This design comes from an exercise in tuning for small area, a short achievable clock period and few clock cycles per item on the open sky130 flow, not from production work. In this exercise RTL edits were held to simulation tests only and were not proved equivalent to the original. Power is estimated from default activity; no workload was simulated.

[design/flow/design.v]
module JAM (
    input CLK,
    input RST,
    output reg [2:0] W,
    output reg [2:0] J,
    input [6:0] Cost,
    output reg [3:0] MatchCount,
    output reg [9:0] MinCost,
    output Valid
);
localparam S_COL = 4'd0, S_ROW = 4'd1, S_RK1 = 4'd2, S_RK2 = 4'd3,
           S_RK3 = 4'd4, S_INIT = 4'd5, S_SRCH = 4'd6, S_DRAIN = 4'd7,
           S_FIN = 4'd8, S_DONE = 4'd9;
localparam K_TRY = 2'd0, K_LEAF = 2'd1, K_RR = 2'd2;
reg  [3:0]  st;
reg  [3:0]  pst;          
reg  [5:0]  v [0:7];      
reg  [5:0]  u [0:7];      
reg  [2:0]  z [0:7];      
reg  [3:0]  key [0:6];    
reg  [2:0]  rank [0:7];   
reg  [6:0]  m1, m2;       
reg  [2:0]  z1;           
reg         cf;           
reg         rk;           
reg         rk2;          
reg  [2:0]  rrow;         
reg  [3:0]  nkey;         
reg  [2:0]  k;            
reg  [7:0]  used;         
reg  [1:0]  kind;
reg  [2:0]  jstk [0:6];   
reg  [6:0]  creg;
reg  [6:0]  uvreg;        
reg  [2:0]  pw, pj;
reg  [2:0]  pkup, prow_up, pnchild;
reg  [7:0]  pused_up;
reg  [1:0]  pkind;
reg         pvld;
reg  [9:0]  bud;          
integer i;
assign Valid = (st == S_DONE);
function [3:0] next_job;
    input [7:0] m;        
    input [2:0] zr;
    input [2:0] a;        
    input       first;    
    reg   [7:0] mz;
    integer n;
    begin
        mz = m | (8'd1 << zr);
        next_job = 4'd8;
        if (first && !m[zr]) next_job = {1'b0, zr};
        else
            for (n = 7; n >= 0; n = n - 1)
                if (!mz[n] && (first || a == zr || n > a)) next_job = n;
    end
endfunction
function [2:0] row_at;
    input [2:0] x;
    input [23:0] rv;
    integer n;
    begin
        row_at = 3'd0;
        for (n = 0; n < 8; n = n + 1)
            if (rv[3*n +: 3] == x) row_at = n;
    end
endfunction
wire [23:0] rkv = {rank[7], rank[6], rank[5], rank[4], rank[3], rank[2], rank[1], rank[0]};
wire [6:0] cmin = (pw == 3'd0 || creg < m1) ? creg : m1;
wire [6:0] cv = creg - uvreg;           
wire [5:0] m1s = (m1 > 7'd63) ? 6'd63 : m1[5:0];
wire [5:0] cmins = (cmin > 7'd63) ? 6'd63 : cmin[5:0];
wire       lt1 = cv < m1;
wire       lt2 = cv < m2;
wire       new1 = (pj == 3'd0) || lt1;
wire [6:0] gap = m2 - m1;
reg  [7:0] gt, ge;
always @(*) begin
    for (i = 0; i < 8; i = i + 1) begin
        gt[i] = (i < 7) && (i < rrow) && (nkey > key[i < 7 ? i : 0]);
        ge[i] = (i < 7) && (i < rrow) && !(nkey > key[i < 7 ? i : 0]);
    end
end
wire [2:0] nge = ge[0] + ge[1] + ge[2] + ge[3] + ge[4] + ge[5] + ge[6];
wire [6:0] r = creg - uvreg;            
wire       le = {3'd0, r} <= bud;
wire       lt = {3'd0, r} < bud;
wire       eq = {3'd0, r} == bud;
wire       push = pvld && (pkind == K_TRY) && le;
wire [2:0] kdn = k - 3'd1;
wire [2:0] row_dn = row_at(kdn, rkv);
wire [2:0] jdn = jstk[kdn];
wire [3:0] nsib = next_job(used, z[W], J, 1'b0);
wire       has_sib = (kind != K_LEAF) && !nsib[3];
wire [2:0] kup = k + 3'd1;
wire [2:0] row_up = row_at(kup, rkv);
wire [7:0] used_up = used | (8'd1 << J);
wire [3:0] nchild = next_job(used_up, z[row_up], 3'd0, 1'b1);
wire [2:0] row_0 = row_at(3'd0, rkv);
reg [2:0] sk, sW, sJ;
reg [7:0] sused;
reg [1:0] skind;
reg [3:0] sst;
always @(*) begin
    sk = k; sused = used; sW = W; sJ = J; skind = kind; sst = st;
    if (st == S_DRAIN) begin
        sst = S_FIN;
    end else if (has_sib) begin
        sJ = nsib[2:0];
        skind = K_TRY;
    end else if (k != 3'd0) begin
        sk = kdn;
        sused = used & ~(8'd1 << jdn);
        sW = row_dn;
        sJ = jdn;
        skind = K_RR;
    end else begin
        sst = S_DRAIN;
    end
end
always @(posedge CLK) begin
    creg <= Cost;
    uvreg <= ((st == S_ROW) ? 7'd0 : {1'b0, u[W]}) + {1'b0, v[J]};
    pw <= W;
    pj <= J;
    pkup <= kup;
    prow_up <= row_up;
    pnchild <= nchild[2:0];
    pused_up <= used_up;
    pkind <= kind;
    pst <= st;
    if (RST) begin
        st <= S_COL;
        pst <= S_DONE;
        W <= 3'd0;
        J <= 3'd0;
        MinCost <= 10'd0;
        MatchCount <= 4'd0;
        rk <= 1'b0;
        rk2 <= 1'b0;
        cf <= 1'b0;
        pvld <= 1'b0;
    end else begin
        rk <= 1'b0;
        cf <= 1'b0;
        if (pst == S_COL) begin
            m1 <= cmin;
            if (pw == 3'd7) begin
                v[pj] <= cmins;
                cf <= 1'b1;
            end
        end
        if (cf) MinCost <= MinCost + m1s;
        if (pst == S_ROW) begin
            if (new1) begin
                m1 <= cv;
                z1 <= pj;
            end
            m2 <= (pj == 3'd0) ? 7'd127 : lt1 ? m1 : lt2 ? cv : m2;
            if (pj == 3'd7) begin
                rk <= 1'b1;
                rrow <= pw;
            end
        end
        if (rk) begin
            u[rrow] <= m1s;
            z[rrow] <= z1;
            MinCost <= MinCost + m1s;
            nkey <= (gap > 7'd15) ? 4'd15 : gap[3:0];
        end
        rk2 <= rk;
        if (rk2) begin
            for (i = 0; i < 8; i = i + 1)
                if (gt[i]) rank[i] <= rank[i] + 3'd1;
            rank[rrow] <= nge;
            if (rrow != 3'd7) key[rrow] <= nkey;
        end
        if ((st == S_SRCH || st == S_DRAIN) && pvld) begin
            case (pkind)
            K_TRY:  if (le) bud <= bud - r;
            K_LEAF: if (lt) begin
                        bud <= {3'd0, r};
                        MatchCount <= 4'd1;
                    end else if (eq)
                        MatchCount <= MatchCount + 4'd1;
            default: bud <= bud + r;
            endcase
        end
        if (push) jstk[pkup - 3'd1] <= pj;
        case (st)
        S_COL: begin
            W <= W + 3'd1;
            if (W == 3'd7) begin
                J <= J + 3'd1;
                if (J == 3'd7) st <= S_ROW;
            end
        end
        S_ROW: begin
            J <= J + 3'd1;
            if (J == 3'd7) begin
                W <= W + 3'd1;
                if (W == 3'd7) st <= S_RK1;
            end
        end
        S_RK1: st <= S_RK2;
        S_RK2: st <= S_RK3;
        S_RK3: st <= S_INIT;
        S_INIT: begin
            st <= S_SRCH;
            W <= row_0;
            J <= z[row_0];
            k <= 3'd0;
            used <= 8'd0;
            kind <= K_TRY;
            bud <= 10'd1023;
            MatchCount <= 4'd0;
            pvld <= 1'b0;
        end
        S_SRCH, S_DRAIN: begin
            if (push) begin
                k <= pkup;
                used <= pused_up;
                W <= prow_up;
                J <= pnchild;
                kind <= (pkup == 3'd7) ? K_LEAF : K_TRY;
                pvld <= 1'b0;
                st <= S_SRCH;
            end else begin
                k <= sk;
                used <= sused;
                W <= sW;
                J <= sJ;
                kind <= skind;
                pvld <= 1'b1;
                st <= sst;
            end
        end
        S_FIN: begin
            MinCost <= MinCost + bud;
            st <= S_DONE;
        end
        default: ;
        endcase
    end
end
endmodule
[design/flow/run.sh]
#!/bin/bash
# synth_recipe.tcl (not shown) runs the flow's synth.tcl, then flattens the netlist and writes it again
# the make line also repeats each setting of config.mk as NAME=value (left out here)
make -C /OpenROAD-flow-scripts/flow DESIGN_CONFIG=/design/flow/config.mk WORK_HOME=/design/flow/orfs CLKGATE_MAP_FILE= SYNTH_SCRIPT=/design/flow/synth_recipe.tcl finish
[design/flow/config.mk]
export PLATFORM = sky130hd
export DESIGN_NAME = JAM
export DESIGN_NICKNAME = JAM
export VERILOG_FILES = /design/flow/design.v
export SDC_FILE = /design/flow/constraint.sdc
export NUM_CORES = 4
export LEC_CHECK = 0
export ABC_AREA = 1
export CAP_MARGIN = 20
export CORE_MARGIN = 2
export CORE_UTILIZATION = 55
export PLACE_DENSITY = 0.7
export SETUP_SLACK_MARGIN = 5
export SLEW_MARGIN = 20
[design/flow/constraint.sdc]
create_clock -name core_clock -period 9.0 [get_ports {CLK}]
set_input_delay 1.8000 -clock core_clock [delete_from_list [all_inputs] [get_ports {CLK}]]
set_output_delay 1.8000 -clock core_clock [all_outputs]
set_load 0.01 [all_outputs]
==> results of run 1 <==
-- worst paths after layout --
kind              startpoint        to  slack, ns  depth (start not counted)
setup / recovery       st[0]     Valid       5.13                          3
hold / removal       kind[1]  pkind[1]       0.43                          0
setup reg to reg     creg[0]      W[0]       5.14                         24
hold reg to reg      kind[1]  pkind[1]       0.43                          0
-- routing by layer --
metal / up-vias / global-route usage (%) / wire [microns]
met2: 604 / 47.8 / 22700
met4: 0 / 10.8 / 1750
li1: 6668 / - / -
met3: 118 / 2.97 / 3150
met5: - / 0 / 0
met1: 6663 / 36.5 / 18600
-- sequential cells by signal, indices dropped and copies added, names as in the netlist, 4 cells and up, named ones only --
signal	flops
u	48
v	48
key	28
z	24
jstk	21
rank	21
MinCost	10
bud	10
pused_up	8
used	8
creg	7
m1	7
m2	7
uvreg	7
MatchCount	4
nkey	4
pst	4
st	4
-- through the flow --
step | setup slack (ns) | hold slack (ns) | utilization [%] | total power [uW] | instance area, sq um
final | 5.13 | 0.434 | 63.4 | 3910 | 19900
after global placement | 4.04 | 0.423 | 57.5 | 2300 | 18000
after global routing | 4.96 | 0.455 | 63.4 | 4070 | 19900
after CTS | 4.93 | 0.421 | 62.5 | 3860 | 19600
after detailed placement | 3.87 | 0.408 | 57.5 | 2320 | 18000
after floorplan | 5.07 | 0.348 | - | 2140 | 17400
-- area by class of cell --
class	count	share of cell area (%)
Clock buffer	47	5.00
Clock inverter	17	1.11
Inverter	251	4.88
Multi-Input combinational cell	1304	39.6
Sequential cell	314	43.6
Tap cell	402	2.53
Timing Repair Buffer	72	3.25
-- Yosys cell counts, types with 7 or more instances --
| cell | instances |
|---|---|
| nand2_1 | 359 |
| edfxtp_1 | 237 |
| inv_1 | 237 |
| nor2_1 | 185 |
| o21ai_0 | 156 |
| ha_1 | 114 |
| a21oi_1 | 112 |
| nand3_1 | 112 |
| dfxtp_1 | 77 |
| clkbuf_1 | 32 |
| nor3_1 | 22 |
| o211ai_1 | 19 |
| xor2_1 | 19 |
| o21ai_1 | 18 |
| xnor2_1 | 18 |
| a31oi_1 | 15 |
| o21bai_1 | 13 |
| fa_1 | 10 |
| o21ai_2 | 10 |
| o22ai_1 | 10 |
| inv_2 | 9 |
| nand2_2 | 9 |
| nand2_4 | 8 |
| nand4_1 | 8 |
| o2111ai_1 | 8 |
| buf_6 | 7 |
-- logic make-up (layout without fill, tap and decap cells) --
kind of cell               after synthesis  after routing
AOI/OAI and AO/OA                      398            398
xor gates and xnor gates                41             41
adders and majority gates              124            124
buffers and inverters                  296            387
DFF                                    314            314
and+or+nand+nor                        741            741
-- power groups by stage --
stage	Combinational [uW]	Clock (uW)	Sequential, uW
floorplan	496	0	1640
global placement	652	0	1650
detailed placement	673	0	1650
CTS	729	1520	1620
global route	877	1570	1620
finish	795	1500	1620
-- worst register-to-register path: stages (launching register included) --
cell and delay [ns]:
dfxtp_1 0.30, inv_2 0.06, ha_2 0.16, inv_1 0.06
fa_2 0.37, a21oi_2 0.15, o21ai_2 0.08, a21o_1 0.17
a21oi_2 0.16, xnor2_2 0.15, inv_2 0.09, ha_4 0.25
inv_4 0.08, nand4_1 0.12, nor4_2 0.20, inv_1 0.10
nand3_2 0.13, nand3_4 0.14, nand2_8 0.14, clkinvlp_4 0.16
buf_4 0.19, o21ai_0 0.12, o2111ai_1 0.15, nand2_1 0.09
a21oi_1 0.07
-- timing repair --
item / CTS / global route
pin swaps: 8 / 21
gates resized for setup: 39 / 60
buffers inserted: 27 / 10
setup endpoints to repair: 266 / 97
==> impl_summary.log, run 1 <==
[metrics] number of warnings issued by yosys: 1
[metrics] synthesized-area fraction occupied by and/or/nand/nor cells: 18.5%
[metrics] Crit path largest cell delay: between 0.6 and 0.7 ns
[metrics] worst slew pin tran: approximately 1 ns
[metrics] root buf cell: clkbuf_16
[metrics] post-synth top area share: 40.9%
[metrics] required time worst endpoint: a little over 7 ns
[metrics] combinational family with the most area after synthesis: simple AND/OR/NAND/NOR gates
[metrics] global-route wire length before repair: 71,900 microns
[metrics] mean number of vias per cell: 5.84
[metrics] non-filler instance count after layout: 2,407
[metrics] worst setup path class: reg2out
[metrics] fill count: roughly 2,500
[metrics] port bufs: 29
[metrics] remaining antenna violation count: 0
[metrics] largest cells by area after synthesis: edfxtp_1 (41%), dfxtp_1 (8.9%), ha_1 (8.2%)
[metrics] endpoint type of the worst setup path: primary output
[metrics] clock-pin transition on the worst setup and hold timing paths: approximately 0.060 ns
[metrics] area growth from synthesis to layout: 14.2%
[metrics] Pint: roughly 2800 uW
[metrics] path class of the lowest-slack min-delay path: reg2reg
[metrics] Setup crit start kind: flip-flop
[metrics] detailed placement HPWL: 33,000 microns
[metrics] Buf/Inv on CP: 2
[metrics] die height: 182 microns
[metrics] number of endpoints failing setup at the final stage: 0
[metrics] final routed wire length divided by cell count: 19.2 microns
[metrics] commonest cells after routing, fill and taps aside: nand2_1 (354), edfxtp_1 (237), inv_1 (228)
[metrics] synthesized flop and latch total: ~310
[metrics] clock tree skew after final layout: 0.0201 ns
[metrics] leakage power: 0.00823 uW
[metrics] Bufs on Longest Clock Path: 3
[metrics] area enclosed by the die boundary: around 0.033 sq mm
[metrics] most frequent standard cell in the layout excluding fill and tap cells: nand2_1
[metrics] arithmetic-cell share of the synthesized area counting full adders, half adders and majority gates: a little under a tenth
[metrics] cell area after synthesis: 0.0174 sq mm
[metrics] area occupied by registers: 0.00866 sq mm
[metrics] Fin. Hold Viols: 0
[metrics] Top Family by Delay on Critical Path: buffers and inverters
[metrics] Compound-Gate Fraction of Synth Area: 13.3%
[metrics] area of combinational cells with multiple inputs: around 0.0079 sq mm
[metrics] TritonCTS clock tree: built
[metrics] post-synthesis xor/xnor area fraction: between 2 and 2.5%
[metrics] peak clock frequency supported by timing: 258 MHz
[metrics] leading register cell type out of synthesis: edfxtp_1
[metrics] hold buffer count at cts: 0
[metrics] routability congestion estimate: roughly 0.94
[metrics] syn nets: 2,047
[metrics] unrepaired setup endpoints after global routing: true
[metrics] net switching power: ~1100 uW
[metrics] initial antenna violation count: 0
[metrics] cell-by-cell listing of the critical path: inv_1, nor3_1, clkdlybuf4s50_1
[metrics] portion of total power attributed to sequential cells: slightly above 40%
[metrics] number of remaining DRC errors: 0
[metrics] synthesized area per cell: a little over 9 sq um
[metrics] Max-cap violations: 0
[metrics] horizontal die dimension: about 180 microns
[metrics] grt ovf: 0
[metrics] cell type with the highest aggregate area in the netlist: edfxtp_1
[metrics] normalized max-slew margin: between 30% and 40%
[metrics] share of power burned in the clock network: approximately two fifths
[metrics] sequential fraction of the synthesis area: roughly half
[metrics] mux contribution to synthesized area: 0%
[metrics] clock sink total: around 310
[metrics] Global Route Usage Sum: between 20% and 30%
[metrics] number of optimization iterations in the first detailed-route pass: 8
[metrics] EDFF count, synth: ~240
[metrics] share of layout cells above drive strength 1: ~11%
[metrics] CP max FO: 8
[metrics] Total Routed Length: 46,200 microns
[metrics] I/O Pins: 30
[metrics] Starting Density: between 50 and 60%
[metrics] Core Footprint: 0.0313 sq mm
[metrics] time the final worst path needs with I/O delays and setup: about 3.9 ns
[metrics] clock latency on the worst-skew pair: between 0.5 and 0.6 ns
[metrics] number of global-route vias before repair: 13,428
[metrics] Post-Place Cells: 2,306
[metrics] Post-synth ARST share: 0%
[metrics] first-iteration detailed-routing DRC count: about 1,400
[metrics] proportion of total power due to net switching: 28.3%
[metrics] final period utilization: between 40% and 50%
[metrics] maximum ir drop on the vdd rail: roughly 0.0002 V
[metrics] via count: 14,053
[metrics] outcome: timing/DRC/antenna clean
[metrics] # rows: 65
[metrics] combinational group share of total power: around a fifth
[metrics] P per Cell Area: 197 mW/mm^2
[metrics] number of buffers added by the clock tree synthesis step: 35
[metrics] aggregate negative setup slack: 0 ns
[metrics] count of nets after finishing: between 2,000 and 2,500
[metrics] Syn Inst Count: around 1,900
[metrics] count of inserted antenna diode cells: 0
[metrics] H-Tree Level Count: 2
[metrics] arrival time of the worst setup path: 2.07 ns
[metrics] max-slew violation total from the final report: 0
[metrics] unique cell type count in the Yosys netlist: 57
[metrics] maximum number of pins on one net before global-route repair: 39
[metrics] Worst path slowest cell: clkdlybuf4s50_1
Testbench counts, summed over its fixed seeds: cycles 3,785, jobs 12.
==> inputs of run 2 (changes only) <==
--- a/design/flow/design.v
+++ b/design/flow/design.v
@@ -33,4 +33,5 @@
 reg  [6:0]  creg;
 reg  [6:0]  uvreg;        
+reg  [10:0] dreg;         
 reg  [2:0]  pw, pj;
 reg  [2:0]  pkup, prow_up, pnchild;
@@ -85,7 +86,9 @@
 wire [2:0] nge = ge[0] + ge[1] + ge[2] + ge[3] + ge[4] + ge[5] + ge[6];
 wire [6:0] r = creg - uvreg;            
-wire       le = {3'd0, r} <= bud;
-wire       lt = {3'd0, r} < bud;
-wire       eq = {3'd0, r} == bud;
+wire       le = {4'd0, creg} <= dreg;
+wire       lt = {4'd0, creg} < dreg;
+wire       eq = {4'd0, creg} == dreg;
+wire [10:0] bud_take = dreg - {4'd0, creg};
+wire [9:0] bud_next = (pvld && pkind == K_RR) ? bud + {3'd0, r} : bud;
 wire       push = pvld && (pkind == K_TRY) && le;
 wire [2:0] kdn = k - 3'd1;
@@ -123,4 +126,5 @@
     creg <= Cost;
     uvreg <= ((st == S_ROW) ? 7'd0 : {1'b0, u[W]}) + {1'b0, v[J]};
+    dreg <= {1'b0, bud_next} + {5'd0, u[W]} + {5'd0, v[J]};
     pw <= W;
     pj <= J;
@@ -179,5 +183,5 @@
         if ((st == S_SRCH || st == S_DRAIN) && pvld) begin
             case (pkind)
-            K_TRY:  if (le) bud <= bud - r;
+            K_TRY:  if (le) bud <= bud_take[9:0];
             K_LEAF: if (lt) begin
                         bud <= {3'd0, r};
==> impl_summary.log, run 2 <==
[metrics] area growth from synthesis to layout: 14.9%
[metrics] worst setup path class: reg2reg
[metrics] met3 routing resource usage after global routing: between 3 and 4%
[metrics] syn nets: approximately 2,200
[metrics] final routed wire length divided by cell count: 18.3 microns
[metrics] synthesized flop and latch total: approximately 330
[metrics] number of buffers added by the clock tree synthesis step: 37
[metrics] Core Footprint: roughly 0.033 sq mm
[metrics] I/O Pins: 30
[metrics] time the final worst path needs with I/O delays and setup: between 3 and 4 ns
[metrics] Fin. Hold Viols: 0
[metrics] port bufs: 29
[metrics] clock tree skew after final layout: about 0.030 ns
[metrics] dominant cell by count in the synthesized netlist: nand2_1
[metrics] area occupied by registers: roughly 0.0089 sq mm
[metrics] clock-pin transition on the worst setup and hold timing paths: around 0.060 ns
[metrics] final period utilization: 43.5%
[metrics] count of inserted antenna diode cells: 0
[metrics] area of combinational cells with multiple inputs: around 0.0085 sq mm
[metrics] clock sink total: roughly 330
[metrics] H-Tree Level Count: 2
[metrics] required time worst endpoint: about 9.4 ns
[metrics] unrepaired setup endpoints after global routing: true
[metrics] fill count: ~2,600
[metrics] area enclosed by the die boundary: 0.0347 sq mm
[metrics] hold buffer count at cts: 0
[metrics] aggregate negative setup slack: 0 ns
[metrics] number of optimization iterations in the first detailed-route pass: 6
[metrics] clock latency on the worst-skew pair: 0.55 ns
[metrics] Total Routed Length: approximately 47,000 microns
[metrics] global-route wire length before repair: about 74,000 microns
[metrics] gr busiest metal: met2
[metrics] mean number of vias per cell: 5.67
[metrics] most frequent standard cell in the layout excluding fill and tap cells: nand2_1
[metrics] CP max FO: 3
[metrics] arrival time of the worst setup path: 4.32 ns
[metrics] via count: ~15,000
[metrics] # rows: 66
[metrics] post-synth top area share: between 30 and 40%
[metrics] outcome: timing/DRC/antenna clean
[metrics] number of endpoints failing setup at the final stage: 0
[metrics] largest cells by area after synthesis: edfxtp_1 (39%), dfxtp_1 (9.6%), ha_1 (8.6%)
[metrics] number of remaining DRC errors: 0
[metrics] maximum ir drop on the vdd rail: 0.000324 V
[metrics] met2 routing resource usage after global routing: between 40% and 50%
[metrics] registers with the highest flip-flop counts: u (48), v (48), key (28)
[metrics] startpoint of the lowest-slack register-to-register path: creg[0]
[metrics] worst slew pin tran: between 1 and 1.5 ns
[metrics] leading register cell type out of synthesis: edfxtp_1
[metrics] detailed placement HPWL: between 30,000 and 40,000 microns
[metrics] share of layout cells above drive strength 1: 11.9%
[metrics] sequential fraction of the synthesis area: about 49%
[metrics] cell-by-cell listing of the critical path: inv_4, ha_4, inv_4, fa_2, inv_2, fa_2, xnor2_2, o21ai_2, fa_1, inv_2, ha_4, nand2_2, nor2_2, a211oi_2, nor2_1, o21ai_1, nand2_1, nand2_1, a21oi_2, xor2_1
[metrics] path class of the lowest-slack min-delay path: reg2reg
[metrics] P per Cell Area: slightly above 300 mW/mm^2
[metrics] max-slew violation total from the final report: 0
[metrics] Crit path largest cell delay: approximately 0.60 ns
[metrics] die height: roughly 190 microns
[metrics] Starting Density: 56.0%
[metrics] Worst path slowest cell: fa_2
[metrics] horizontal die dimension: ~190 microns
[metrics] maximum number of pins on one net before global-route repair: 38
[metrics] most frequent cells after synthesis: nand2_1 (348), inv_1 (266), edfxtp_1 (237)
[metrics] cell area after synthesis: about 0.018 sq mm
[metrics] EDFF count, synth: around 240
[metrics] non-filler instance count after layout: 2,566
[metrics] Post-synth ARST share: 0%
[metrics] normalized max-slew margin: ~30%
[metrics] Max-cap violations: 0
[metrics] cell type with the highest aggregate area in the netlist: edfxtp_1
[metrics] Syn Inst Count: approximately 2,000
[metrics] routability congestion estimate: about 0.98
[metrics] GR met1 Demand/Resource: a little over a third
[metrics] commonest cells after routing, fill and taps aside: nand2_1 (342), inv_1 (249), edfxtp_1 (237)
[metrics] first-iteration detailed-routing DRC count: around 1,300
[metrics] initial antenna violation count: 0
[metrics] synthesized area per cell: around 9.0 sq um
[metrics] number of global-route vias before repair: about 14,000
[metrics] root buf cell: clkbuf_16
[metrics] unique cell type count in the Yosys netlist: 62
[metrics] endpoint type of the worst setup path: flip-flop
[metrics] TritonCTS clock tree: built
[metrics] Bufs on Longest Clock Path: 3
[metrics] hold path start: kind[1]
[metrics] Post-Place Cells: about 2,500
[metrics] Global Route Usage Sum: between 20 and 30%
[metrics] remaining antenna violation count: 0
[metrics] grt ovf: 0
[metrics] peak clock frequency supported by timing: between 200 and 300 MHz
[metrics] number of warnings issued by yosys: 1
[metrics] count of nets after finishing: about 2,200
[metrics] Setup crit start kind: flip-flop
[metrics] startpoint of the worst setup timing path: creg[0]
[metrics] leakage power: 0.00869 uW
[run 2: cell types whose count changed after synthesis, sizes merged, moves of 11 or more]
| cell | before | now |
|---|---|---|
| dfxtp | 77 | 88 |
| xor2 | 21 | 35 |
| inv | 249 | 280 |
| nand3 | 121 | 96 |
| nand2 | 376 | 362 |
| ha | 114 | 126 |
| a21oi | 115 | 92 |
| o22ai | 10 | 27 |
| o21ai | 186 | 234 |
| nor2 | 193 | 229 |
[run 2: worst paths after layout]
check	to	slack (ns)	cells past startpoint
hold reg to reg	pkind[1]	0.40	0
setup / recovery	dreg[8]	5.09	20
hold / removal	pkind[1]	0.40	0
setup reg to reg	dreg[8]	5.09	20
[run 2: what timing repair did]
item / CTS / global route
buffers inserted: 17 / 18
resized for setup: 57 / 67
cloned: 0 / 1
setup endpoints to repair: 142 / 95
pin swaps: 15 / 43
[run 2: worst max-delay path, delay by kind of cell, from the launching register on]
| kind | cells | cell delay [ns] |
|---|---|---|
| fa+ha+maj | 5 | 1.93 |
| compound gates | 4 | 0.50 |
| buf+inv | 4 | 0.24 |
| simple gates | 5 | 0.37 |
| xor+xnor | 2 | 0.37 |
| flops | 1 | 0.36 |
[run 2: metrics by stage]
stage / total power (uW) / setup WS [ns] / hold WS (ns) / area (sq um) / util [%]
floorplan: 3590 / 5.05 / 0.348 / 18300 / -
global placement: 4170 / 4.27 / 0.413 / 19000 / 58.1
detailed placement: 4210 / 4.11 / 0.398 / 19000 / 58.1
CTS: 6020 / 5.00 / 0.393 / 20600 / 63.0
global route: 6730 / 4.89 / 0.421 / 21000 / 64.3
finish: 6350 / 5.09 / 0.396 / 21000 / 64.3
[run 2: cells by family after synthesis]
group	after synthesis	share of synthesized area (%)
compound gates	436	13.6
xor+xnor	56	2.87
fa+ha+maj	143	10.5
buf+inv	328	7.12
flops	325	48.6
mux	1	0.0548
simple gates	736	17.2
[run 2: cell type report]
type	count	share of cell area, %
Timing Repair Buffer	75	3.16
Clock buffer	44	4.73
Clock inverter	24	1.34
Multi-Input combinational cell	1372	40.5
Inverter	283	5.25
Timing Repair inverter	1	0.0239
Tap cell	442	2.64
Sequential cell	325	42.4
[run 2: report_power, final]
part	total (uW)	internal, uW	switching (uW)
Combinational	2830	1130	1700
Clock	1560	941	623
Sequential	1950	1810	138
Total	6350	3880	2460
[run 2: per-layer routing]
layer  vias to the layer above  wire, microns  share of wire (%)
li1                       7000              -                  -
met1                      6817          19000                 40
met2                       566          22900                 49
met3                       160           2970                6.3
met4                         0           2160                4.6
met5                         -              0                  0
Testbench counts of run 2, summed over its fixed seeds: cycles 3,785, jobs 12.
==> inputs of run 3 (changes only) <==
==> design/flow/flow/run.sh (new file) <==
#!/bin/bash
set -euo pipefail
MARGIN=${MARGIN:-6.5}
sed "s/SETUP_SLACK_MARGIN=[0-9.]*/SETUP_SLACK_MARGIN=${MARGIN}/" standard.sh > standard_margin.sh
grep -q "SETUP_SLACK_MARGIN=${MARGIN}" standard_margin.sh
bash standard_margin.sh > flow.log 2>&1
==> design/flow/standard.sh (new file) <==
#!/bin/bash
# synth_recipe.tcl (not shown) runs the flow's synth.tcl, then flattens the netlist and writes it again
# the make line also repeats each setting of config.mk as NAME=value (left out here)
make -C /OpenROAD-flow-scripts/flow DESIGN_CONFIG=/design/flow/config.mk WORK_HOME=/design/flow/orfs CLKGATE_MAP_FILE= SYNTH_SCRIPT=/design/flow/synth_recipe.tcl "${@:-finish}"
removed: design/flow/run.sh
==> impl_summary.log, run 3 <==
[metrics] most frequent cells after synthesis: nand2_1 (348), inv_1 (266), edfxtp_1 (237)
[metrics] CP max FO: 3
[metrics] dominant cell by count in the synthesized netlist: nand2_1
[metrics] maximum number of pins on one net before global-route repair: 38
[metrics] TritonCTS clock tree: built
[metrics] pre-CTS worst setup slack: ~4.8 ns
[metrics] count of inserted antenna diode cells: 0
[metrics] Max-cap violations: 0
[metrics] aggregate negative setup slack: 0 ns
[metrics] clock tree skew after final layout: approximately 0.019 ns
[metrics] synthesized flop and latch total: roughly 330
[metrics] leading register cell type out of synthesis: edfxtp_1
[metrics] Syn Inst Count: a little over 2,000
[metrics] Total Routed Length: 56,200 microns
[metrics] Global Route Usage Sum: approximately 30%
[metrics] horizontal die dimension: 186 microns
[metrics] first-iteration detailed-routing DRC count: approximately 1,300
[metrics] routability congestion estimate: just under 1
[metrics] clock-pin transition on the worst setup and hold timing paths: around 0.060 ns
[metrics] fill count: roughly 2,100
[metrics] most frequent standard cell in the layout excluding fill and tap cells: nand2_1
[metrics] unrepaired setup endpoints after global routing: true
[metrics] port bufs: 29
[metrics] mean number of vias per cell: ~5.8
[metrics] Top Family by Delay on Critical Path: buffers and inverters
[metrics] arrival time of the worst setup path: around 4.3 ns
[metrics] time the final worst path needs with I/O delays and setup: approximately 4 ns
[metrics] clock sink total: approximately 330
[metrics] unique cell type count in the Yosys netlist: between 60 and 70
[metrics] H-Tree Level Count: 2
[metrics] die height: 186 microns
[metrics] number of remaining DRC errors: 0
[metrics] endpoint type of the worst setup path: flip-flop
[metrics] syn nets: 2,177
[metrics] area occupied by registers: roughly 0.0090 sq mm
[metrics] cell area after synthesis: ~0.018 sq mm
[metrics] EDFF count, synth: approximately 240
[metrics] root buf cell: clkbuf_16
[metrics] number of global-route vias before repair: roughly 15,000
[metrics] via count: approximately 16,000
[metrics] worst path setup slack after routing: between 5 and 6 ns
[metrics] # rows: 66
[metrics] detailed placement HPWL: 34,700 microns
[metrics] Fin. Hold Viols: 0
[metrics] post-synth top area share: slightly below 40%
[metrics] largest cells by area after synthesis: edfxtp_1 (39%), dfxtp_1 (9.6%), ha_1 (8.6%)
[metrics] path class of the lowest-slack min-delay path: reg2reg
[metrics] grt ovf: 0
[metrics] sequential fraction of the synthesis area: between 40 and 50%
[metrics] maximum ir drop on the vdd rail: ~0.0004 V
[metrics] Core Footprint: about 0.033 sq mm
[metrics] Met2 Wirelength: roughly 28,000 microns
[metrics] synthesized area per cell: 9.02 sq um
[metrics] Crit path largest cell delay: ~0.64 ns
[metrics] peak clock frequency supported by timing: ~260 MHz
[metrics] count of nets after finishing: between 2,000 and 2,500
[metrics] clock latency on the worst-skew pair: 0.53 ns
[metrics] global-route wire length before repair: slightly above 80,000 microns
[metrics] number of optimization iterations in the first detailed-route pass: 5
[metrics] required time worst endpoint: between 9 and 10 ns
[metrics] Max Used Layer: met4
[metrics] number of warnings issued by yosys: 1
[metrics] area growth from synthesis to layout: 38.6%
[metrics] area enclosed by the die boundary: 0.0347 sq mm
[metrics] Buf/Inv on CP: 22
[metrics] Met1 Routed Length: between 20,000 and 25,000 microns
[metrics] Bufs on Longest Clock Path: 3
[metrics] outcome: timing/DRC/antenna clean
[metrics] P per Cell Area: 296 mW/mm^2
[metrics] remaining antenna violation count: 0
[metrics] number of endpoints failing setup at the final stage: 0
[metrics] area of combinational cells with multiple inputs: between 0.01 and 0.015 sq mm
[metrics] share of layout cells above drive strength 1: 36.0%
[metrics] registers with the highest flip-flop counts: u (48), v (48), key (28)
[metrics] worst setup path class: reg2reg
[metrics] Starting Density: 56.0%
[metrics] hold buffer count at cts: 0
[metrics] commonest cells after routing, fill and taps aside: nand2_1 (276), edfxtp_1 (237), inv_1 (225)
[metrics] Post-synth ARST share: 0%
[metrics] number of buffers added by the clock tree synthesis step: 35
[metrics] initial antenna violation count: 0
[metrics] cell type with the highest aggregate area in the netlist: edfxtp_1
[metrics] final routed wire length divided by cell count: about 20 microns
[metrics] Worst path slowest cell: fa_2
[metrics] normalized max-slew margin: 48.5%
[metrics] sum of met3 wire segment lengths after detailed routing: about 3400 microns
[metrics] worst slew pin tran: between 0.7 and 0.8 ns
[metrics] crit-path most repeated cell: buf_4
[metrics] leakage power: 0.0104 uW
[metrics] final period utilization: a little over two fifths
[metrics] Setup crit start kind: flip-flop
[metrics] I/O Pins: 30
[metrics] max-slew violation total from the final report: 0
==> run 3: cell counts after synthesis <==
Identical to the previous run, type by type.
==> run 3: final timing paths <==
check          start       end  slack (ns)  cells after the start
min          kind[1]  pkind[1]        0.44                      0
min reg2reg  kind[1]  pkind[1]        0.44                      0
max          creg[0]    bud[1]        5.08                     25
max reg2reg  creg[0]    bud[1]        5.08                     25
==> run 3: timing repair <==
item / 4_1_cts / 5_1_grt
setup endpoints to repair: 419 / 298
cloned: 9 / 3
gates resized for setup: 426 / 259
setup buffers: 176 / 94
hold endpoints to repair: 0 / 0
pin swaps: 126 / 154
==> run 3: cells by family (layout without fill, tap and decap cells) <==
logic type | after synthesis | after routing | synth area share [%]
compound gates | 436 | 436 | 13.6
xor+xnor | 56 | 56 | 2.87
fa+ha+maj | 143 | 143 | 10.5
buf+inv | 328 | 662 | 7.12
flops | 325 | 325 | 48.6
mux | 1 | 1 | 0.0548
simple gates | 736 | 739 | 17.2
==> run 3: worst register-to-register path, cell delays in order, from the launching register on <==
cell	delay, ns
dfxtp_4	0.35
inv_4	0.06
ha_4	0.12
inv_2	0.04
fa_2	0.64
inv_2	0.06
buf_4	0.13
buf_4	0.12
buf_4	0.12
buf_4	0.12
buf_4	0.12
buf_4	0.12
buf_4	0.12
buf_4	0.12
buf_4	0.12
buf_4	0.12
buf_4	0.12
buf_4	0.12
buf_4	0.13
buf_4	0.13
buf_4	0.12
buf_4	0.13
buf_4	0.13
buf_4	0.12
buf_6	0.11
o221ai_2	0.15
==> run 3: metrics by stage <==
step                area, sq um  utilization, %  instances  hold WS, ns  power, uW
finish                    25300            77.6       2804        0.443       7480
global route              25300            77.6       2804        0.451       7860
CTS                       23400            71.8       2707        0.436       6770
detailed placement        19700            60.4       2459        0.428       4430
global placement          19700            60.4       2459        0.432       4380
floorplan                 19100               -       2025        0.348       3800
==> run 3: area by class of cell <==
| class | instances | area share, % |
|---|---|---|
| Tap cell | 442 | 2.19 |
| Clock buffer | 43 | 3.74 |
| Inverter | 283 | 4.77 |
| Multi-Input combinational cell | 1375 | 41.5 |
| Timing Repair Buffer | 313 | 11.7 |
| Timing Repair inverter | 3 | 0.0940 |
| Sequential cell | 325 | 35.5 |
| Clock inverter | 20 | 0.539 |
==> run 3: where the power goes <==
part | internal (uW) | switching, uW
Clock | 780 | 600
Sequential | 1820 | 137
Combinational | 1870 | 2270
Total | 4470 | 3010
==> run 3: metal layers <==
metal / GRT usage (%) / vias up
li1: - / 7500
met1: 38.0 / 7769
met2: 54.4 / 677
met3: 3.89 / 188
met4: 13.5 / 0
met5: 0 / -
==> inputs of run 4 (changes only) <==
--- a/design/flow/design.v
+++ b/design/flow/design.v
@@ -14,5 +14,5 @@
 localparam K_TRY = 2'd0, K_LEAF = 2'd1, K_RR = 2'd2;
 reg  [3:0]  st;
-reg  [3:0]  pst;          
+reg         pcol, prow;   
 reg  [5:0]  v [0:7];      
 reg  [5:0]  u [0:7];      
@@ -33,5 +33,4 @@
 reg  [6:0]  creg;
 reg  [6:0]  uvreg;        
-reg  [10:0] dreg;         
 reg  [2:0]  pw, pj;
 reg  [2:0]  pkup, prow_up, pnchild;
@@ -69,5 +68,5 @@
 endfunction
 wire [23:0] rkv = {rank[7], rank[6], rank[5], rank[4], rank[3], rank[2], rank[1], rank[0]};
-wire [6:0] cmin = (pw == 3'd0 || creg < m1) ? creg : m1;
+wire [6:0] cmin = (pw == 3'd0 || lt1) ? cv : m1;    
 wire [6:0] cv = creg - uvreg;           
 wire [5:0] m1s = (m1 > 7'd63) ? 6'd63 : m1[5:0];
@@ -86,9 +85,7 @@
 wire [2:0] nge = ge[0] + ge[1] + ge[2] + ge[3] + ge[4] + ge[5] + ge[6];
 wire [6:0] r = creg - uvreg;            
-wire       le = {4'd0, creg} <= dreg;
-wire       lt = {4'd0, creg} < dreg;
-wire       eq = {4'd0, creg} == dreg;
-wire [10:0] bud_take = dreg - {4'd0, creg};
-wire [9:0] bud_next = (pvld && pkind == K_RR) ? bud + {3'd0, r} : bud;
+wire       le = {3'd0, r} <= bud;
+wire       lt = {3'd0, r} < bud;
+wire       eq = {3'd0, r} == bud;
 wire       push = pvld && (pkind == K_TRY) && le;
 wire [2:0] kdn = k - 3'd1;
@@ -101,5 +98,4 @@
 wire [7:0] used_up = used | (8'd1 << J);
 wire [3:0] nchild = next_job(used_up, z[row_up], 3'd0, 1'b1);
-wire [2:0] row_0 = row_at(3'd0, rkv);
 reg [2:0] sk, sW, sJ;
 reg [7:0] sused;
@@ -125,6 +121,5 @@
 always @(posedge CLK) begin
     creg <= Cost;
-    uvreg <= ((st == S_ROW) ? 7'd0 : {1'b0, u[W]}) + {1'b0, v[J]};
-    dreg <= {1'b0, bud_next} + {5'd0, u[W]} + {5'd0, v[J]};
+    uvreg <= (st == S_COL) ? 7'd0 : ((st == S_ROW) ? 7'd0 : {1'b0, u[W]}) + {1'b0, v[J]};
     pw <= W;
     pj <= J;
@@ -134,8 +129,10 @@
     pused_up <= used_up;
     pkind <= kind;
-    pst <= st;
+    pcol <= (st == S_COL);
+    prow <= (st == S_ROW);
     if (RST) begin
         st <= S_COL;
-        pst <= S_DONE;
+        pcol <= 1'b0;
+        prow <= 1'b0;
         W <= 3'd0;
         J <= 3'd0;
@@ -149,5 +146,5 @@
         rk <= 1'b0;
         cf <= 1'b0;
-        if (pst == S_COL) begin
+        if (pcol) begin
             m1 <= cmin;
             if (pw == 3'd7) begin
@@ -157,5 +154,5 @@
         end
         if (cf) MinCost <= MinCost + m1s;
-        if (pst == S_ROW) begin
+        if (prow) begin
             if (new1) begin
                 m1 <= cv;
@@ -183,5 +180,5 @@
         if ((st == S_SRCH || st == S_DRAIN) && pvld) begin
             case (pkind)
-            K_TRY:  if (le) bud <= bud_take[9:0];
+            K_TRY:  if (le) bud <= bud - r;
             K_LEAF: if (lt) begin
                         bud <= {3'd0, r};
@@ -210,9 +207,12 @@
         S_RK1: st <= S_RK2;
         S_RK2: st <= S_RK3;
-        S_RK3: st <= S_INIT;
+        S_RK3: begin
+            st <= S_INIT;
+            k <= 3'd7;            
+        end
         S_INIT: begin
             st <= S_SRCH;
-            W <= row_0;
-            J <= z[row_0];
+            W <= row_up;
+            J <= z[row_up];
             k <= 3'd0;
             used <= 8'd0;
==> design/flow/run.sh (new file) <==
#!/bin/bash
# synth_recipe.tcl (not shown) runs the flow's synth.tcl, then flattens the netlist and writes it again
# the make line also repeats each setting of config.mk as NAME=value (left out here)
make -C /OpenROAD-flow-scripts/flow DESIGN_CONFIG=/design/flow/config.mk WORK_HOME=/design/flow/orfs CLKGATE_MAP_FILE= SYNTH_SCRIPT=/design/flow/synth_recipe.tcl finish
removed: design/flow/flow/run.sh
removed: design/flow/standard.sh
==> impl_summary.log, run 4 <==
[metrics] cell-by-cell listing of the critical path: dlygate4sd2_1, inv_2, buf_4, nand2_1, inv_1, nand2_1, nor2_1
[metrics] commonest cells after routing, fill and taps aside: nand2_1 (328), edfxtp_1 (237), inv_1 (223)
[metrics] aggregate negative setup slack: 0 ns
[metrics] Register-to-Register Setup Slack: between 5 and 6 ns
[metrics] area enclosed by the die boundary: around 0.032 sq mm
[metrics] P per Cell Area: ~180 mW/mm^2
[metrics] leading register cell type out of synthesis: edfxtp_1
[metrics] EDFF count, synth: approximately 240
[metrics] count of nets after finishing: approximately 2,000
[metrics] combinational group share of total power: a little under a tenth
[metrics] non-filler instance count after layout: between 2,000 and 2,500
[metrics] cells on worst reg2reg path: 15
[metrics] dominant cell by count in the synthesized netlist: nand2_1
[metrics] grt ovf: 0
[metrics] share of layout cells above drive strength 1: between 10% and 20%
[metrics] portion of total power attributed to sequential cells: 46.7%
[metrics] remaining antenna violation count: 0
[metrics] arrival time of the worst setup path: ~4.1 ns
[metrics] Bufs on Longest Clock Path: 3
[metrics] outcome: timing/DRC/antenna clean
[metrics] routability congestion estimate: 0.961
[metrics] worst setup path endpoint: u[3][0]
[metrics] endpoint of the most critical register-to-register path: bud[9]
[metrics] number of buffers added by the clock tree synthesis step: 35
[metrics] fill count: between 2,000 and 2,500
[metrics] peak clock frequency supported by timing: about 250 MHz
[metrics] startpoint of the worst setup timing path: RST
[metrics] synthesized flop and latch total: ~310
[metrics] maximum number of pins on one net before global-route repair: 39
[metrics] unique cell type count in the Yosys netlist: 58
[metrics] endpoint type of the worst setup path: flip-flop
[metrics] most frequent standard cell in the layout excluding fill and tap cells: nand2_1
[metrics] synthesized area per cell: just over 9 sq um
[metrics] horizontal die dimension: about 180 microns
[metrics] Max-cap violations: 0
[metrics] Syn Inst Count: roughly 1,800
[metrics] final period utilization: between 40% and 50%
[metrics] share of power burned in the clock network: ~44%
[metrics] detailed placement HPWL: 29,400 microns
[metrics] WP depth: 7
[metrics] crit-path most repeated cell: nand2_1
[metrics] Buf/Inv on CP: 4
[metrics] number of remaining DRC errors: 0
[metrics] clock tree skew after final layout: between 0.015 and 0.02 ns
[metrics] unrepaired setup endpoints after global routing: true
[metrics] number of optimization iterations in the first detailed-route pass: 7
[metrics] area of combinational cells with multiple inputs: around 0.0073 sq mm
[metrics] leakage power: 0.00792 uW
[metrics] Post-Place Cells: roughly 2,200
[metrics] number of endpoints failing setup at the final stage: 0
[metrics] number of global-route vias before repair: approximately 13,000
[metrics] Global Route Usage Sum: 26.6%
[metrics] TritonCTS clock tree: built
[metrics] Worst path slowest cell: nor2_1
[metrics] normalized max-slew margin: a little over a third
[metrics] maximum ir drop on the vdd rail: 0.000154 V
[metrics] Post-synth ARST share: 0%
[metrics] worst slew pin tran: around 0.95 ns
[metrics] post-synth top area share: a little over two fifths
[metrics] worst setup path class: in2reg
[metrics] net switching power: 803 uW
[metrics] global-route wire length before repair: between 60,000 and 70,000 microns
[metrics] Top Family by Delay on Critical Path: buffers and inverters
[metrics] Total Routed Length: 42,600 microns
[metrics] Crit path largest cell delay: 0.64 ns
[metrics] # rows: 63
[metrics] startpoint of the lowest-slack register-to-register path: creg[0]
[metrics] most frequent cells after synthesis: nand2_1 (333), edfxtp_1 (237), inv_1 (237)
[metrics] initial antenna violation count: 0
[metrics] root buf cell: clkbuf_16
[metrics] first-iteration detailed-routing DRC count: around 1,400
[metrics] I/O Pins: 30
[metrics] largest cells by area after synthesis: edfxtp_1 (42%), dfxtp_1 (8.9%), ha_1 (7.6%)
[metrics] proportion of total power due to net switching: a little under a quarter
[metrics] syn nets: ~2,000
[metrics] clock-pin transition on the worst setup and hold timing paths: around 0.070 ns
[metrics] area occupied by registers: roughly 0.0086 sq mm
[metrics] area growth from synthesis to layout: 15.1%
[metrics] sequential fraction of the synthesis area: between 50% and 60%
[metrics] clock sink total: ~310
[metrics] clock latency on the worst-skew pair: around 0.52 ns
[metrics] max-slew violation total from the final report: 0
[metrics] Pint: 2580 uW
[metrics] time the final worst path needs with I/O delays and setup: roughly 4 ns
[metrics] final routed wire length divided by cell count: between 15 and 20 microns
[metrics] die height: between 150 and 200 microns
[metrics] Starting Density: 56.2%
[metrics] via count: about 13,000
[metrics] port bufs: 29
[metrics] number of warnings issued by yosys: 1
[metrics] cell area after synthesis: around 0.017 sq mm
[metrics] Core Footprint: between 0.02 and 0.03 sq mm
[metrics] Setup crit start kind: input pin
[metrics] count of inserted antenna diode cells: 0
[metrics] CP max FO: 18
[metrics] cell type with the highest aggregate area in the netlist: edfxtp_1
[metrics] registers with the highest flip-flop counts: u (48), v (48), key (28)
[metrics] path class of the lowest-slack min-delay path: reg2reg
[metrics] required time worst endpoint: slightly above 9 ns
[metrics] mean number of vias per cell: ~5.7
[metrics] H-Tree Level Count: 2
[metrics] hold buffer count at cts: 0
[metrics] Fin. Hold Viols: 0
[run 4: layout make-up]
cell class              count  share of cell area (%)
flip-flops and latches    312                    44.6
multi-input cells        1231                    37.9
inverters                 252                    4.99
clock buffers              41                    4.87
repair buffers             82                    3.68
well taps                 390                    2.53
clock inverters            22                    1.38
[run 4: worst min-delay path by stage]
stage / slack, ns / start / cells after the start / to
2_1_floorplan: 0.35 / kind[1] / 0 / pkind[1]
3_3_place_gp: 0.42 / kind[1] / 0 / pkind[1]
3_5_place_dp: 0.42 / kind[0] / 0 / pkind[0]
4_1_cts: 0.44 / kind[1] / 0 / pkind[1]
5_1_grt: 0.45 / kind[1] / 0 / pkind[1]
6_report: 0.45 / MinCost[9] / 1 / MinCost[9]
[run 4: worst register-to-register path, cell delays in order, from the launching register on]
cell and delay [ns]:
dfxtp_1 0.30, inv_1 0.04, ha_2 0.21, fa_2 0.67, clkinvlp_4 0.20, fa_2 0.41, o31ai_4 0.28, nand3_1 0.12
a21oi_2 0.21, nor3_4 0.07, buf_4 0.14, nand2_1 0.05, nand2_1 0.11, nand2_1 0.10, o211ai_1 0.11, a21oi_2 0.55
[run 4: power by group through the flow]
stage	Sequential (uW)	Clock, uW	Combinational [uW]
after CTS	1580	1500	276
after floorplan	1600	0	187
final	1580	1490	313
after detailed placement	1610	0	263
after global routing	1580	1560	344
after global placement	1610	0	257
[run 4: repair_timing]
action,4_1_cts,5_1_grt
resized for setup,37,55
pin swaps,8,18
setup endpoints to repair,293,177
setup buffers,21,24
[run 4: layer usage]
layer  vias to the layer above  GRT usage (%)  wire (microns)
li1                       6418              -               -
met1                      6258           34.7           17600
met2                       551           45.0           20200
met3                       104           3.77            3130
met4                         0           10.6            1700
met5                         -              0               0
[run 4: logic make-up (layout without fill, tap and decap cells)]
family                     count (synthesis)  in the layout  synth area share [%]
buffers and inverters                    292            397                  6.88
AOI/OAI and AO/OA                        392            392                  13.5
and+or+nand+nor                          684            684                  17.2
adders and majority gates                112            112                  8.80
DFF                                      312            312                  51.3
xor gates and xnor gates                  43             43                  2.29
[run 4: metrics by stage]
stage	util (%)	total power (uW)	area (sq um)	hold WS, ns	setup slack [ns]
floorplan	-	1790	16800	0.348	5.06
global placement	58.3	1870	17400	0.423	4.06
detailed placement	58.3	1870	17400	0.416	3.91
CTS	63.3	3360	18900	0.442	4.82
global route	64.6	3480	19300	0.454	4.84
finish	64.6	3380	19300	0.453	5.01
Testbench counts of run 4, summed over its fixed seeds: cycles 3,785, jobs 12.
==> inputs of run 5 (changes only) <==
--- a/design/flow/design.v
+++ b/design/flow/design.v
@@ -18,5 +18,4 @@
 reg  [5:0]  u [0:7];      
 reg  [2:0]  z [0:7];      
-reg  [3:0]  key [0:6];    
 reg  [2:0]  rank [0:7];   
 reg  [6:0]  m1, m2;       
@@ -26,5 +25,5 @@
 reg         rk2;          
 reg  [2:0]  rrow;         
-reg  [3:0]  nkey;         
+reg  [2:0]  nkey;         
 reg  [2:0]  k;            
 reg  [7:0]  used;         
@@ -79,6 +78,6 @@
 always @(*) begin
     for (i = 0; i < 8; i = i + 1) begin
-        gt[i] = (i < 7) && (i < rrow) && (nkey > key[i < 7 ? i : 0]);
-        ge[i] = (i < 7) && (i < rrow) && !(nkey > key[i < 7 ? i : 0]);
+        gt[i] = (i < 7) && (i < rrow) && (nkey > jstk[i < 7 ? i : 0]);
+        ge[i] = (i < 7) && (i < rrow) && !(nkey > jstk[i < 7 ? i : 0]);
     end
 end
@@ -169,5 +168,6 @@
             z[rrow] <= z1;
             MinCost <= MinCost + m1s;
-            nkey <= (gap > 7'd15) ? 4'd15 : gap[3:0];
+            nkey <= gap[6] ? 3'd7 : gap[5] ? 3'd6 : gap[4] ? 3'd5 : gap[3] ? 3'd4 :
+                    gap[2] ? 3'd3 : gap[1] ? 3'd2 : gap[0] ? 3'd1 : 3'd0;
         end
         rk2 <= rk;
@@ -176,5 +176,5 @@
                 if (gt[i]) rank[i] <= rank[i] + 3'd1;
             rank[rrow] <= nge;
-            if (rrow != 3'd7) key[rrow] <= nkey;
+            if (rrow != 3'd7) jstk[rrow] <= nkey;
         end
         if ((st == S_SRCH || st == S_DRAIN) && pvld) begin
==> impl_summary.log, run 5 <==
[metrics] outcome: timing/DRC/antenna clean
[metrics] syn nets: about 2,000
[metrics] non-filler instance count after layout: 2,316
[metrics] Met1 Routed Length: 18,000 microns
[metrics] Crit path largest cell delay: between 0.4 and 0.5 ns
[metrics] largest cells by area after synthesis: edfxtp_1 (39%), dfxtp_1 (9.3%), nand2_1 (8.3%)
[metrics] cell area after synthesis: 0.0161 sq mm
[metrics] Worst path slowest cell: fa_2
[metrics] required time worst endpoint: ~9.3 ns
[metrics] area growth from synthesis to layout: 14.1%
[metrics] normalized max-slew margin: about a third
[metrics] # rows: a little over 60
[metrics] number of warnings issued by yosys: 1
[metrics] hold buffer count at cts: 0
[metrics] leakage power: about 0.0076 uW
[metrics] clock sink total: ~290
[metrics] Core Footprint: about 0.029 sq mm
[metrics] number of remaining DRC errors: 0
[metrics] endpoint type of the worst setup path: flip-flop
[metrics] Max Used Layer: met4
[metrics] count of nets after finishing: between 2,000 and 2,500
[metrics] area of combinational cells with multiple inputs: 0.00746 sq mm
[metrics] die height: 175 microns
[metrics] clock latency on the worst-skew pair: between 0.5 and 0.6 ns
[metrics] post-synth top area share: 39.3%
[metrics] port bufs: 29
[metrics] maximum number of pins on one net before global-route repair: 41
[metrics] clock-pin transition on the worst setup and hold timing paths: roughly 0.06 ns
[metrics] remaining antenna violation count: 0
[metrics] EDFF count, synth: between 200 and 250
[metrics] unrepaired setup endpoints after global routing: false
[metrics] P per Cell Area: approximately 290 mW/mm^2
[metrics] arrival time of the worst setup path: approximately 4.2 ns
[metrics] detailed placement HPWL: 30,600 microns
[metrics] crit-path most repeated cell: inv_2
[metrics] fill count: 2,395
[metrics] TritonCTS clock tree: built
[metrics] sum of met3 wire segment lengths after detailed routing: 3090 microns
[metrics] Buf/Inv on CP: 5
[metrics] Starting Density: between 50% and 60%
[metrics] Register-to-Register Setup Slack: ~5.1 ns
[metrics] Met2 Wirelength: between 20,000 and 25,000 microns
[metrics] routability congestion estimate: approximately 0.97
[metrics] aggregate negative setup slack: 0 ns
[metrics] number of global-route vias before repair: roughly 13,000
[metrics] number of buffers added by the clock tree synthesis step: 31
[metrics] initial antenna violation count: 0
[metrics] mean number of vias per cell: roughly 5.8
[metrics] first-iteration detailed-routing DRC count: 1,399
[metrics] worst setup path class: reg2reg
[metrics] Setup crit start kind: flip-flop
[metrics] I/O Pins: 30
[metrics] number of endpoints failing setup at the final stage: 0
[metrics] sequential fraction of the synthesis area: between 40% and 50%
[metrics] number of optimization iterations in the first detailed-route pass: 5
[metrics] grt ovf: 0
[metrics] area enclosed by the die boundary: approximately 0.031 sq mm
[metrics] final period utilization: roughly 44%
[metrics] registers with the highest flip-flop counts: u (48), v (48)
[metrics] CP max FO: 8
[metrics] Syn Inst Count: 1,842
[metrics] Top Family by Delay on Critical Path: simple AND/OR/NAND/NOR gates
[metrics] cell-by-cell listing of the critical path: inv_1, ha_1, fa_2, o21ai_2, nand2_1, nand2_1, a21oi_1, xor2_2, inv_2, ha_4, nor2_2, nand3_1, and2_4, nand3_4, nand3_4, nand2_4, inv_2, a21oi_2, o21ai_4, nand3b_1, inv_2, nand2_2, inv_4
[metrics] H-Tree Level Count: 1
[metrics] Global Route Usage Sum: 27.2%
[metrics] leading register cell type out of synthesis: edfxtp_1
[metrics] synthesized flop and latch total: 286
[metrics] Bufs on Longest Clock Path: 3
[metrics] max-slew violation total from the final report: 0
[metrics] Hold Slack: 0.415 ns
[metrics] peak clock frequency supported by timing: roughly 250 MHz
[metrics] Post-Place Cells: about 2,200
[metrics] commonest cells after routing, fill and taps aside: nand2_1 (352), inv_1 (211), edfxtp_1 (211)
[metrics] path class of the lowest-slack min-delay path: reg2reg
[metrics] Fin. Hold Viols: 0
[metrics] clock tree skew after final layout: about 0.025 ns
[metrics] Total Routed Length: 42,700 microns
[metrics] synthesized area per cell: slightly below 9 sq um
[metrics] global-route wire length before repair: roughly 66,000 microns
[metrics] root buf cell: clkbuf_16
[metrics] dominant cell by count in the synthesized netlist: nand2_1
[metrics] maximum ir drop on the vdd rail: ~0.00020 V
[metrics] Post-synth ARST share: 0%
[metrics] most frequent cells after synthesis: nand2_1 (357), inv_1 (218), edfxtp_1 (211)
[metrics] time the final worst path needs with I/O delays and setup: between 3 and 4 ns
[metrics] via count: 13,380
[metrics] share of layout cells above drive strength 1: 10.4%
[metrics] worst path setup slack after routing: roughly 5.1 ns
[metrics] horizontal die dimension: 175 microns
[metrics] post-layout util: approximately 64%
[metrics] final routed wire length divided by cell count: 18.4 microns
[metrics] pre-CTS worst setup slack: ~4.0 ns
[metrics] cell type with the highest aggregate area in the netlist: edfxtp_1
[metrics] area occupied by registers: 0.00784 sq mm
[metrics] unique cell type count in the Yosys netlist: between 50 and 60
[metrics] count of inserted antenna diode cells: 0
[metrics] most frequent standard cell in the layout excluding fill and tap cells: nand2_1
[metrics] Max-cap violations: 0
[metrics] worst slew pin tran: roughly 1.0 ns
-- run 5: cell types whose count changed after synthesis, moves of 6 or more --
cell	change
edfxtp_1	-26
nand2_1	+24
inv_1	-19
o21ai_0	+19
nor2_1	-13
nand3_1	+12
o21ai_1	+9
ha_1	-7
nor3_1	+6
-- run 5: per-stage QoR --
stage                     instance area [sq um]  total power [uW]
after floorplan                           16100              3230
after global placement                    16800              3750
after detailed placement                  16800              3780
after CTS                                 18000              5160
after global routing                      18400              5580
final                                     18400              5250
-- run 5: logic make-up after synthesis --
logic type      share of synthesized area, %
simple gates                            18.8
flops                                   48.6
compound gates                          14.8
fa+ha+maj                               8.62
buf+inv                                 6.89
xor+xnor                                2.21
-- run 5: per-layer routing --
| layer | vias to the layer above | track usage, % |
|---|---|---|
| met4 | 0 | 10.3 |
| met3 | 99 | 4.07 |
| met1 | 6338 | 36.4 |
| li1 | 6435 | - |
| met2 | 508 | 44.9 |
| met5 | - | 0 |
-- run 5: path summary, 6_finish.rpt --
| kind | start | end | cells past startpoint |
|---|---|---|---|
| setup reg to reg | creg[0] | used[0] | 23 |
| hold reg to reg | kind[0] | pkind[0] | 0 |
| hold / removal | kind[0] | pkind[0] | 0 |
| setup / recovery | creg[0] | used[0] | 23 |
-- run 5: area by class of cell --
class / count / area share, %
Sequential cell: 286 / 42.6
Multi-Input combinational cell: 1277 / 40.6
Inverter: 235 / 4.90
Clock buffer: 39 / 4.55
Timing Repair Buffer: 75 / 3.50
Tap cell: 384 / 2.61
Clock inverter: 19 / 1.20
Timing Repair inverter: 1 / 0.0272
-- run 5: repair_timing --
action,CTS,global route
gates cloned,0,1
endpoints found under the setup margin,232,180
pin swaps,5,10
resized for setup,26,46
setup buffers,10,20
-- run 5: power by group --
group	switching (uW)	leakage, uW	total (uW)	internal, uW
clock	533	0.000509	1310	775
sequential	130	0.00250	1790	1660
combinational	1420	0.00463	2160	732
total	2090	0.00764	5250	3170
Testbench counts of run 5, summed over its fixed seeds: cycles 3,723, jobs 12.

port drivers added, routing unchanged:
Ports are ideal in the flow. The routed layouts listed here were re-timed in OpenROAD. Step 1 sets driving cells, clkbuf_16 on the clock port and buf_2 on the other inputs (assumed; they add their load-dependent delay and slew). Step 2 times the ports against the registers' clock, not the clock port: input delays grow and output delays shrink by t, the midpoint of the rising clock arrivals with the driver on. Three values: no drivers, after step 1, after step 2; two values: the first two.
run	shift t [ns]	setup slack, ns	hold slack, ns	worst data-port slew with drivers (ns)	cell pins on the clock port's net
run 1	0.565	5.129 / 5.078 / 4.637	0.434 / 0.434 / 0.434	0.04	1
run 2	0.585	5.087 / 5.087 / 4.572	0.396 / 0.396 / 0.396	0.03	1
run 3	0.570	5.079 / 5.079 / 5.079	0.443 / 0.443 / 0.443	0.04	1
run 4	0.567	5.009 / 5.044 / 4.477	0.453 / 0.453 / 0.453	0.03	1
run 5	0.625	5.077 / 5.077 / 4.902	0.415 / 0.415 / 0.415	0.03	1
After both steps every run listed still meets setup and hold. For run 4, which loses most, drivers alone change the setup slack by +0.035 ns; drivers and shift together by -0.532 ns.
